This design comes from an exercise in tuning for small area on the open sky130 flow, not from production work.
Function was checked by simulation only, so behaviour that the tests miss may differ from the original.
No activity file was given, so power comes from the tool's default toggle rates.

## alpha
Design top_rx_surf, start of the top module:
module top_rx_surf(
	input 			clk,
	input 			rst_n,
	input 			data_rx,
	output			flag_en_1,
	output [7:0]	addr_daohang_data,
	output [12:0]	data_rx_end_internet
    );
Size in the first run: ~570 cells after synthesis, roughly 120 flip-flops, about 25 I/O pins.
clock: 10.0 ns
lec_check: 0
cap_margin: 20
core_margin: 2
core_utilization: 40
cts_buf_list: sky130_fd_sc_hd__clkbuf_4
cts_cluster_diameter: 100
cts_cluster_size: 30
slew_margin: 20
standard.sh (not shown) runs the stock make flow with config.mk's settings and CLKGATE_MAP_FILE= SYNTH_SCRIPT=/design/flow/synth_recipe.tcl, a recipe that flattens the netlist after the stock synthesis.
==> flow/flow/run.sh <==
#!/bin/bash
# Layout flow: the standard flow (standard.sh: ORFS with the standard
# synthesis), with two changes to how the layout is made:
#  - the port buffers are the smallest buffer (buf_1) instead of the cell
#    buffer_ports picks by itself;
#  - clock tree synthesis inserts no dummy loads.
# Each tool's output is in the ORFS logs; make's output goes to flow.log.
set -euo pipefail
cd "$(dirname "$0")/.."
bash standard.sh \
  BUFFER_PORTS_ARGS="-buffer_cell sky130_fd_sc_hd__buf_1" \
  CTS_ARGS="-sink_clustering_enable -repair_clock_nets -sink_clustering_size 30 -sink_clustering_max_diameter 100 -buf_list sky130_fd_sc_hd__clkbuf_4 -dont_use_dummy_load" \
  finish > flow.log 2>&1
Having completed the whole flow, alpha delivered a layout that passed the timing, design-rule and antenna checks.
#### Input delta (beta over alpha)
--- a/flow/design.v
+++ b/flow/design.v
@@ -66,22 +66,25 @@
     localparam [6:0] CT_M0  = 7'b1101100, CT_V0  = 7'b1101100;
     localparam [6:0] CT_M85 = 7'b0110011, CT_V85 = 7'b0110011;
     localparam [7:0] K1_CLR = 8'b01000100;
     localparam [7:0] K1_V0  = 8'b01000100;
     localparam [7:0] K1_M85 = 8'b00011011, K1_V85 = 8'b00011000;
     localparam [5:0] NM_CLR = 6'b000000;
     localparam [5:0] NM_V1  = 6'b000001, NM_V2 = 6'b000010;
     localparam [5:0] NM_V3  = 6'b000101, NM_V4 = 6'b001010;
     localparam [5:0] C1_CLR = 6'b000000;
     localparam [5:0] C1_M50 = 6'b100111, C1_V50 = 6'b100111;
     localparam [5:0] C1_M51 = 6'b001111, C1_V51 = 6'b001111;
+    localparam [3:0] TM_CLR = 4'b0000, TM_S1 = 4'b0001;
+    localparam [3:0] TM_M7  = 4'b0011, TM_V7 = 4'b0011;
+    localparam [3:0] TM_M8  = 4'b0110, TM_V8 = 4'b0110;
     function [5:0] nm_step(input [5:0] v);
         nm_step = {v[4:0], ~(v[5] ^ v[0]) ^ (&v[4:0])};
     endfunction
     reg nege, nege1, valid;
     always @(posedge clk or negedge rst_n)
         if (!rst_n) nege <= 1'b0;
         else        nege <= ~rx_int & cnt_b1;
     always @(posedge clk) nege1 <= nege;
     always @(posedge clk or negedge rst_n)
         if (!rst_n)     valid <= 1'b0;
         else if (nege)  valid <= 1'b1;
@@ -169,61 +172,68 @@
         end else if (timeout & valid) begin
             pk_digit <= b_digit;
             pk_comma <= b_comma;
         end
     always @(posedge clk)
         if (timeout & valid) pk_nib <= data_rx[3:0];
     reg [3:0] n0, n1, n2;
     wire ld  = nege1 & count0 & pk_digit;
     wire ld0 = ld & num2;
     wire ld1 = ld & num3;
     wire ld2 = ld & num4;
-    wire chg = ld1 & (n1 != pk_nib);
+    wire chg = (ld0 & (n0 != pk_nib)) | (ld1 & (n1 != pk_nib)) | (ld2 & (n2 != pk_nib));
     always @(posedge clk or negedge rst_n)
         if (!rst_n) begin
-            n0 <= 4'd0;
+            n0 <= 4'd10;
             n1 <= 4'd10;
             n2 <= 4'd15;
         end else begin
             if (ld0) n0 <= pk_nib;
             if (ld1) n1 <= pk_nib;
             if (ld2) n2 <= pk_nib;
         end
-    reg [2:0] tmr;
-    always @(posedge clk)
-        if (chg)              tmr <= 3'd1;
-        else if (tmr != 3'd0) tmr <= tmr + 1'b1;
-    wire stable = (tmr != 3'd7);
+    reg [3:0] tmr;
+    wire tmr8 = (tmr & TM_M8) == TM_V8;
+    always @(posedge clk or negedge rst_n)
+        if (!rst_n)     tmr <= TM_CLR;
+        else if (chg)   tmr <= TM_S1;
+        else if (!tmr8) tmr <= {tmr[2:0], ~(tmr[3] ^ tmr[0])};
+    wire stable = (tmr & TM_M7) != TM_V7;
     reg two;
     always @(posedge clk) two <= pk_comma & num3;
-    wire [3:0] d0 = n0;
+    wire [3:0] d0 = {n0[3] & ~n0[1], n0[2], n0[1] & ~n0[3], n0[0]};
     wire [3:0] d1 = {n1[3] & ~n1[1], n1[2], n1[1] & ~n1[3], n1[0]};
     wire [6:0] x  = d0 * 4'd10 + d1;
     wire [8:0] distance = two ? {2'b00, x} : (x * 4'd10 + n2);
     wire flag = stable && (distance >= 9'd18) && (distance <= 9'd227) && num3;
     wire [7:0] d = (distance[7:0] > 8'd200) ? distance[7:0] + 8'd5 : distance[7:0];
     reg       timeout_1;
     reg [7:0] count_1;
     reg [5:0] num_1;
     reg       pk1_comma;
     reg [3:0] direction;
     reg [5:0] cnt_1;
     wire count_1_0  = (count_1 == K1_V0);
     wire count_1_85 = (count_1 & K1_M85) == K1_V85;
     always @(posedge clk or negedge rst_n)
         if (!rst_n)           timeout_1 <= 1'b0;
         else if (rise_1)      timeout_1 <= 1'b1;
         else if (count_1_85)  timeout_1 <= 1'b0;
-    always @(posedge clk)
-        if (pk1_comma & nege) count_1 <= {count_1[6:0], ~(count_1[7] ^ count_1[6] ^ count_1[1] ^ count_1[0]) ^ (&count_1[6:0])};
-        else if (rise_1)      count_1 <= K1_CLR;
+    wire [7:0] count_1_nx = rise_1 & ~(pk1_comma & nege) ? K1_CLR :
+        {count_1[6:0], ~(count_1[7] ^ count_1[6] ^ count_1[1] ^ count_1[0]) ^ (&count_1[6:0])};
+    wire       count_1_en = (pk1_comma & nege) | rise_1;
+    always @(posedge clk or negedge rst_n)
+        if (!rst_n)          count_1[7] <= 1'b1;
+        else if (count_1_en) count_1[7] <= count_1_nx[7];
+    always @(posedge clk)
+        if (count_1_en)      count_1[6:0] <= count_1_nx[6:0];
     wire [5:0] num_1_nx = rise_1 ? NM_CLR : nm_step(num_1);
     wire       num_1_en = rise_1 | (timeout_1 & (nege | start_1));
     always @(posedge clk or negedge rst_n)
         if (!rst_n)        num_1[5] <= 1'b1;
         else if (num_1_en) num_1[5] <= num_1_nx[5];
     always @(posedge clk)
         if (num_1_en)      num_1[4:0] <= num_1_nx[4:0];
     wire num_1_1 = (num_1 == NM_V1);
     wire num_1_2 = (num_1 == NM_V2);
     wire num_1_3 = (num_1 == NM_V3);
     always @(posedge clk or negedge rst_n)
Findings:
beta: PASS, flow complete, no timing, DRC or antenna violations. Compared alpha against beta; clock latency reported for the late side of the worst-skew pair within noise. Looking at register-to-register slack, beta sits 0.50 ns below alpha. [compare] base=alpha new=beta: final instance count without filler cells increased by about 3.5% relative to the old numbers; area after synthesis shows an increase of about 2.6%; register cell area after layout picked up an extra 1.2%; area of the core went up; overall routing resource usage went up by 0.21 points. Core util | beta vs alpha | beta higher. Relative to alpha, final instance area increased by 2.0% in beta. A beginning of the critical path of u_surf_internet_rx.n0[3] is what beta shows, while u_surf_internet_rx.n1[3] belongs to alpha. Overall die area, beta vs alpha: up by a few percent.

* * *

Setup of indigo:
The RTL this note starts from:
==> flow/design.v <==
module uart_bps_1 #(
    parameter [12:0] CLR   = 13'b1011101110110,
    parameter [12:0] M_MID = 13'b0111101111101,
    parameter [12:0] V_MID = 13'b0000001011000,
    parameter [12:0] M_END = 13'b1111011110110,
    parameter [12:0] V_END = 13'b1111010000010,
    parameter        NBIT  = 0
) (
    input         clk,
    input         cnt_start,
    output        bps_sig,
    output        cnt_n
);
    reg [12:0] s;
    wire wrap = (s & M_END) == V_END;
    always @(posedge clk)
        if (!cnt_start || wrap) s <= CLR;
        else                    s <= {s[11:0], ~(s[12] ^ s[4] ^ s[1] ^ s[0])};
    assign bps_sig = (s & M_MID) == V_MID;
    assign cnt_n = s[NBIT];
endmodule
module uart_receive_1 (
    input            clk,
    input            rst_n,
    input            clk_bps,
    input            data_rx,
    output reg       rx_int,
    output reg [7:0] data_tx,    
    output reg       shift       
);
    reg [1:0] rx;
    always @(posedge clk or negedge rst_n)
        if (!rst_n) rx <= 2'b11;
        else        rx <= {rx[0], data_rx};
    wire nege_edge = rx[1] & ~rx[0];
    localparam [3:0] BN_CLR = 4'b1110;
    localparam [3:0] BN_M9  = 4'b1001, BN_V9  = 4'b1001;
    localparam [3:0] BN_M10 = 4'b0011, BN_V10 = 4'b0011;
    reg [3:0] num;
    wire num9  = (num & BN_M9)  == BN_V9;
    wire num10 = (num & BN_M10) == BN_V10;
    always @(posedge clk or negedge rst_n)
        if (!rst_n)         rx_int <= 1'b0;
        else if (nege_edge) rx_int <= 1'b1;
        else if (num10)     rx_int <= 1'b0;
    always @(posedge clk)
        if (!rx_int)      num <= BN_CLR;
        else if (clk_bps) num <= {num[2:0], ~(num[3] ^ num[0])};
        else if (num10)   num <= BN_CLR;
    always @(*) shift = clk_bps & ~num9;
    always @(posedge clk)
        if (shift) data_tx <= {data_rx, data_tx[7:1]};
endmodule
module surf_internet_rx (
    input             clk,
    input             rst_n,
    input      [7:0]  data_rx,      
    input             shift,        
    input             rx_int,
    input             cnt_b1,
    output            flag_en_1,
    output reg [7:0]  addr_daohang_data,
    output     [12:0] data_rx_end_internet
);
    localparam [6:0] CT_CLR = 7'b1101100;
    localparam [6:0] CT_M0  = 7'b1101100, CT_V0  = 7'b1101100;
    localparam [6:0] CT_M85 = 7'b0110011, CT_V85 = 7'b0110011;
    localparam [7:0] K1_CLR = 8'b01000100;
    localparam [7:0] K1_V0  = 8'b01000100;
    localparam [7:0] K1_M85 = 8'b00011011, K1_V85 = 8'b00011000;
    localparam [5:0] NM_CLR = 6'b000000;
    localparam [5:0] NM_V1  = 6'b000001, NM_V2 = 6'b000010;
    localparam [5:0] NM_V3  = 6'b000101, NM_V4 = 6'b001010;
    localparam [5:0] C1_CLR = 6'b000000;
    localparam [5:0] C1_M50 = 6'b100111, C1_V50 = 6'b100111;
    localparam [5:0] C1_M51 = 6'b001111, C1_V51 = 6'b001111;
    function [5:0] nm_step(input [5:0] v);
        nm_step = {v[4:0], ~(v[5] ^ v[0]) ^ (&v[4:0])};
    endfunction
    reg nege, nege1, valid;
    always @(posedge clk or negedge rst_n)
        if (!rst_n) nege <= 1'b0;
        else        nege <= ~rx_int & cnt_b1;
    always @(posedge clk) nege1 <= nege;
    always @(posedge clk or negedge rst_n)
        if (!rst_n)     valid <= 1'b0;
        else if (nege)  valid <= 1'b1;
        else if (shift) valid <= 1'b0;
    wire b_digit = (data_rx[7:4] == 4'h3) && (data_rx[3:0] <= 4'h9);
    wire b_comma = (data_rx == 8'h2c);
    reg [3:0] s1, s2;
    reg       m1, m2;
    reg [7:0] ch1, ch2;
    always @(*) begin
        case (s1)
            4'd1: ch1 = 8'h69;   
            4'd2: ch1 = 8'h73;   
            4'd3: ch1 = 8'h74;   
            4'd4: ch1 = 8'h61;   
            4'd5: ch1 = 8'h6e;   
            4'd6: ch1 = 8'h63;   
            4'd7: ch1 = 8'h65;   
            4'd8: ch1 = 8'h22;   
            4'd9: ch1 = 8'h3a;   
            default: ch1 = 8'h64;   
        endcase
        case (s2)
            4'd1:  ch2 = 8'h69;   
            4'd2:  ch2 = 8'h72;   
            4'd3:  ch2 = 8'h65;   
            4'd4:  ch2 = 8'h63;   
            4'd5:  ch2 = 8'h74;   
            4'd6:  ch2 = 8'h69;   
            4'd7:  ch2 = 8'h6f;   
            4'd8:  ch2 = 8'h6e;   
            4'd9:  ch2 = 8'h22;   
            4'd10: ch2 = 8'h3a;   
            default: ch2 = 8'h64;   
        endcase
    end
    always @(posedge clk or negedge rst_n)
        if (!rst_n) begin
            m1 <= 1'b0;
            m2 <= 1'b0;
        end else if (valid) begin
            m1 <= (data_rx == ch1);
            m2 <= (data_rx == ch2);
        end
    always @(posedge clk or negedge rst_n)
        if (!rst_n) s1 <= 4'd0;
        else if (s1 == 4'd12)                   s1 <= 4'd0;
        else if ((s1 >= 4'd10) || (nege & m1))  s1 <= s1 + 1'b1;
    always @(posedge clk or negedge rst_n)
        if (!rst_n) s2 <= 4'd0;
        else if (s2 == 4'd13)                   s2 <= 4'd0;
        else if ((s2 >= 4'd11) || (nege & m2))  s2 <= s2 + 1'b1;
    wire rise  = (s1 == 4'd11);
    wire start = (s1 == 4'd12);
    wire rise_1  = (s2 == 4'd12);
    wire start_1 = (s2 == 4'd13);
    reg       timeout;
    reg [6:0] count;     
    reg [5:0] num;
    reg       pk_digit, pk_comma;
    reg [3:0] pk_nib;
    always @(posedge clk or negedge rst_n)
        if (!rst_n)              timeout <= 1'b0;
        else if (rise)           timeout <= 1'b1;
        else if (count85)        timeout <= 1'b0;
    wire count0  = (count & CT_M0)  == CT_V0;
    wire count85 = (count & CT_M85) == CT_V85;
    always @(posedge clk)
        if (pk_comma & nege) count <= {count[5:0], ~(count[6] ^ count[2])};
        else if (rise)       count <= CT_CLR;
    wire [5:0] num_nx = rise ? NM_CLR : nm_step(num);
    wire       num_en = rise | (timeout & (nege | start));
    always @(posedge clk or negedge rst_n)
        if (!rst_n)      num[5] <= 1'b1;
        else if (num_en) num[5] <= num_nx[5];
    always @(posedge clk)
        if (num_en)      num[4:0] <= num_nx[4:0];
    wire num2 = (num == NM_V2);
    wire num3 = (num == NM_V3);
    wire num4 = (num == NM_V4);
    always @(posedge clk or negedge rst_n)
        if (!rst_n) begin
            pk_digit <= 1'b0;
            pk_comma <= 1'b0;
        end else if (timeout & valid) begin
            pk_digit <= b_digit;
            pk_comma <= b_comma;
        end
    always @(posedge clk)
        if (timeout & valid) pk_nib <= data_rx[3:0];
    reg [3:0] n0, n1, n2;
    wire ld  = nege1 & count0 & pk_digit;
    wire ld0 = ld & num2;
    wire ld1 = ld & num3;
    wire ld2 = ld & num4;
    wire chg = ld1 & (n1 != pk_nib);
    always @(posedge clk or negedge rst_n)
        if (!rst_n) begin
            n0 <= 4'd0;
            n1 <= 4'd10;
            n2 <= 4'd15;
        end else begin
            if (ld0) n0 <= pk_nib;
            if (ld1) n1 <= pk_nib;
            if (ld2) n2 <= pk_nib;
        end
    reg [2:0] tmr;
    always @(posedge clk)
        if (chg)              tmr <= 3'd1;
        else if (tmr != 3'd0) tmr <= tmr + 1'b1;
    wire stable = (tmr != 3'd7);
    reg two;
    always @(posedge clk) two <= pk_comma & num3;
    wire [3:0] d0 = n0;
    wire [3:0] d1 = {n1[3] & ~n1[1], n1[2], n1[1] & ~n1[3], n1[0]};
    wire [6:0] x  = d0 * 4'd10 + d1;
    wire [8:0] distance = two ? {2'b00, x} : (x * 4'd10 + n2);
    wire flag = stable && (distance >= 9'd18) && (distance <= 9'd227) && num3;
    wire [7:0] d = (distance[7:0] > 8'd200) ? distance[7:0] + 8'd5 : distance[7:0];
    reg       timeout_1;
    reg [7:0] count_1;
    reg [5:0] num_1;
    reg       pk1_comma;
    reg [3:0] direction;
    reg [5:0] cnt_1;
    wire count_1_0  = (count_1 == K1_V0);
    wire count_1_85 = (count_1 & K1_M85) == K1_V85;
    always @(posedge clk or negedge rst_n)
        if (!rst_n)           timeout_1 <= 1'b0;
        else if (rise_1)      timeout_1 <= 1'b1;
        else if (count_1_85)  timeout_1 <= 1'b0;
    always @(posedge clk)
        if (pk1_comma & nege) count_1 <= {count_1[6:0], ~(count_1[7] ^ count_1[6] ^ count_1[1] ^ count_1[0]) ^ (&count_1[6:0])};
        else if (rise_1)      count_1 <= K1_CLR;
    wire [5:0] num_1_nx = rise_1 ? NM_CLR : nm_step(num_1);
    wire       num_1_en = rise_1 | (timeout_1 & (nege | start_1));
    always @(posedge clk or negedge rst_n)
        if (!rst_n)        num_1[5] <= 1'b1;
        else if (num_1_en) num_1[5] <= num_1_nx[5];
    always @(posedge clk)
        if (num_1_en)      num_1[4:0] <= num_1_nx[4:0];
    wire num_1_1 = (num_1 == NM_V1);
    wire num_1_2 = (num_1 == NM_V2);
    wire num_1_3 = (num_1 == NM_V3);
    always @(posedge clk or negedge rst_n)
        if (!rst_n)                 pk1_comma <= 1'b0;
        else if (timeout_1 & valid) pk1_comma <= b_comma;
    always @(posedge clk or negedge rst_n)
        if (!rst_n) direction <= 4'd0;
        else if (count_1_0 & nege & pk_digit)
            direction <= num_1_1 ? pk_nib : 4'd0;
    always @(posedge clk or negedge rst_n)
        if (!rst_n)                              cnt_1 <= C1_CLR;
        else if (num_1_3)                        cnt_1 <= C1_CLR;
        else if ((cnt_1 & C1_M51) == C1_V51)     cnt_1 <= cnt_1;
        else if (num_1_2)                        cnt_1 <= {cnt_1[4:0], ~(cnt_1[5] ^ cnt_1[0])};
    assign flag_en_1 = (cnt_1 & C1_M50) == C1_V50;
    always @(posedge clk or negedge rst_n)
        if (!rst_n)          addr_daohang_data <= 8'd0;
        else if (flag_en_1)  addr_daohang_data <= addr_daohang_data + 1'b1;
    reg [7:0] out_dist;
    reg [3:0] out_dir;
    always @(posedge clk or negedge rst_n)
        if (!rst_n) begin
            out_dist <= 8'd0;
            out_dir  <= 4'd0;
        end else if (flag)
            out_dist <= d;
        else if (num_1_2)
            out_dir <= direction;
    assign data_rx_end_internet = {out_dist, 1'b1, out_dir};
endmodule
module top_rx_surf(
	input 			clk,
	input 			rst_n,
	input 			data_rx,
	output			flag_en_1,
	output [7:0]	addr_daohang_data,
	output [12:0]	data_rx_end_internet
    );
	wire	[7:0]	data_tx;
	wire			rx_int, clk_bps, cnt_b1, shift;
surf_internet_rx u_surf_internet_rx (
    .clk(clk),
    .rst_n(rst_n),
    .data_rx(data_tx),
    .shift(shift),
    .rx_int(rx_int),
    .cnt_b1(cnt_b1),
	.flag_en_1(flag_en_1),
	.addr_daohang_data(addr_daohang_data),
    .data_rx_end_internet(data_rx_end_internet)
    );
uart_bps_1 u_uart_bps_1 (
    .clk(clk),
    .cnt_start(rx_int),
    .bps_sig(clk_bps),
    .cnt_n(cnt_b1)
    );
uart_receive_1 u_uart_receive_1 (
    .clk(clk),
    .rst_n(rst_n),
    .clk_bps(clk_bps),
    .data_rx(data_rx),
    .rx_int(rx_int),
    .data_tx(data_tx),
    .shift(shift)
    );
endmodule
export LEC_CHECK = 0
export CAP_MARGIN = 20
export CORE_MARGIN = 2
export CORE_UTILIZATION = 40
export CTS_BUF_LIST = sky130_fd_sc_hd__clkbuf_4
export CTS_CLUSTER_DIAMETER = 100
export CTS_CLUSTER_SIZE = 30
export SLEW_MARGIN = 20
create_clock -name core_clock -period 10.0 [get_ports {clk}]
run.sh (not shown) runs the stock make flow with config.mk's settings and CLKGATE_MAP_FILE= SYNTH_SCRIPT=/design/flow/synth_recipe.tcl, a recipe that flattens the netlist after the stock synthesis.
Stock flow here: none of the scripts above is used.
The following lists how willow was set up differently from indigo:
diff --git a/flow/design.v b/flow/design.v
--- a/flow/design.v
+++ b/flow/design.v
@@ -74,6 +74,9 @@
     localparam [5:0] C1_CLR = 6'b000000;
     localparam [5:0] C1_M50 = 6'b100111, C1_V50 = 6'b100111;
     localparam [5:0] C1_M51 = 6'b001111, C1_V51 = 6'b001111;
+    localparam [3:0] TM_CLR = 4'b0000, TM_S1 = 4'b0001;
+    localparam [3:0] TM_M7  = 4'b0011, TM_V7 = 4'b0011;
+    localparam [3:0] TM_M8  = 4'b0110, TM_V8 = 4'b0110;
     function [5:0] nm_step(input [5:0] v);
         nm_step = {v[4:0], ~(v[5] ^ v[0]) ^ (&v[4:0])};
     endfunction
@@ -177,10 +180,10 @@
     wire ld0 = ld & num2;
     wire ld1 = ld & num3;
     wire ld2 = ld & num4;
-    wire chg = ld1 & (n1 != pk_nib);
+    wire chg = (ld0 & (n0 != pk_nib)) | (ld1 & (n1 != pk_nib)) | (ld2 & (n2 != pk_nib));
     always @(posedge clk or negedge rst_n)
         if (!rst_n) begin
-            n0 <= 4'd0;
+            n0 <= 4'd10;
             n1 <= 4'd10;
             n2 <= 4'd15;
         end else begin
@@ -188,14 +191,16 @@
             if (ld1) n1 <= pk_nib;
             if (ld2) n2 <= pk_nib;
         end
-    reg [2:0] tmr;
-    always @(posedge clk)
-        if (chg)              tmr <= 3'd1;
-        else if (tmr != 3'd0) tmr <= tmr + 1'b1;
-    wire stable = (tmr != 3'd7);
+    reg [3:0] tmr;
+    wire tmr8 = (tmr & TM_M8) == TM_V8;
+    always @(posedge clk or negedge rst_n)
+        if (!rst_n)     tmr <= TM_CLR;
+        else if (chg)   tmr <= TM_S1;
+        else if (!tmr8) tmr <= {tmr[2:0], ~(tmr[3] ^ tmr[0])};
+    wire stable = (tmr & TM_M7) != TM_V7;
     reg two;
     always @(posedge clk) two <= pk_comma & num3;
-    wire [3:0] d0 = n0;
+    wire [3:0] d0 = {n0[3] & ~n0[1], n0[2], n0[1] & ~n0[3], n0[0]};
     wire [3:0] d1 = {n1[3] & ~n1[1], n1[2], n1[1] & ~n1[3], n1[0]};
     wire [6:0] x  = d0 * 4'd10 + d1;
     wire [8:0] distance = two ? {2'b00, x} : (x * 4'd10 + n2);
@@ -213,9 +218,14 @@
         if (!rst_n)           timeout_1 <= 1'b0;
         else if (rise_1)      timeout_1 <= 1'b1;
         else if (count_1_85)  timeout_1 <= 1'b0;
-    always @(posedge clk)
-        if (pk1_comma & nege) count_1 <= {count_1[6:0], ~(count_1[7] ^ count_1[6] ^ count_1[1] ^ count_1[0]) ^ (&count_1[6:0])};
-        else if (rise_1)      count_1 <= K1_CLR;
+    wire [7:0] count_1_nx = rise_1 & ~(pk1_comma & nege) ? K1_CLR :
+        {count_1[6:0], ~(count_1[7] ^ count_1[6] ^ count_1[1] ^ count_1[0]) ^ (&count_1[6:0])};
+    wire       count_1_en = (pk1_comma & nege) | rise_1;
+    always @(posedge clk or negedge rst_n)
+        if (!rst_n)          count_1[7] <= 1'b1;
+        else if (count_1_en) count_1[7] <= count_1_nx[7];
+    always @(posedge clk)
+        if (count_1_en)      count_1[6:0] <= count_1_nx[6:0];
     wire [5:0] num_1_nx = rise_1 ? NM_CLR : nm_step(num_1);
     wire       num_1_en = rise_1 | (timeout_1 & (nege | start_1));
     always @(posedge clk or negedge rst_n)
Notes after the runs:
Compared with indigo, willow shows a higher initial antenna violation count. Summary of willow over indigo: post-layout instance count excluding filler cells rose 30; worst max-slew margin expressed relative to the limit now smaller. Compare indigo and willow | detailed-routed wire length on met3 lower: indigo. For routed wire length, dividing the value from willow by the value from indigo gives 1.07. Sequential share of layout area (lower): willow. Compared with indigo, placement density in the core of willow is higher. Relative to indigo, clock network fraction of design power has gone up in willow. u_surf_internet_rx.n0[3] as the launching instance or port of the critical path was reported by willow, and u_surf_internet_rx.n1[3] by indigo. The lower area of the mapped netlist came out of indigo. Status: number of ordinary and repair buffers in the finished layout parity (indigo, willow). indigo leaves more setup margin than willow.

## static timing again, ports no longer ideal
In the flow no input, the clock included, has a driving cell. The finished layouts below were timed again as built, in two steps.
Step 1 (the two cells are an assumption about what drives the block):
set clk [get_ports {clk}]
set_driving_cell -lib_cell sky130_fd_sc_hd__clkbuf_16 $clk
set_driving_cell -lib_cell sky130_fd_sc_hd__buf_2 [delete_from_list [all_inputs] $clk]
Step 2 moves the port delays by t, midway between the first and last clock arrival at a register: inputs arrive t later, outputs are due t later. That takes back most of the time a late clock gives input paths.
a / b / c = ideal ports / drivers / drivers and shift; a / b = the first two.
run | shift t [ns] | setup slack, ns | worst hold slack (ns) | latest minus earliest clock arrival (ns) | worst slew at a driven data input, ns
alpha | 0.523 | 5.526 / 5.526 / 5.526 | 0.341 / 0.341 / 0.341 | 0.062 / 0.062 | 0.03
beta | 0.526 | 5.025 / 5.025 / 5.025 | 0.370 / 0.370 / 0.370 | 0.033 / 0.033 | 0.03
indigo | 0.542 | 5.523 / 5.523 / 5.523 | 0.377 / 0.377 / 0.377 | 0.022 / 0.022 | 0.03
willow | 0.567 | 5.074 / 5.074 / 5.074 | 0.374 / 0.374 / 0.374 | 0.020 / 0.020 | 0.03
After both steps setup and hold are still met in every run listed.
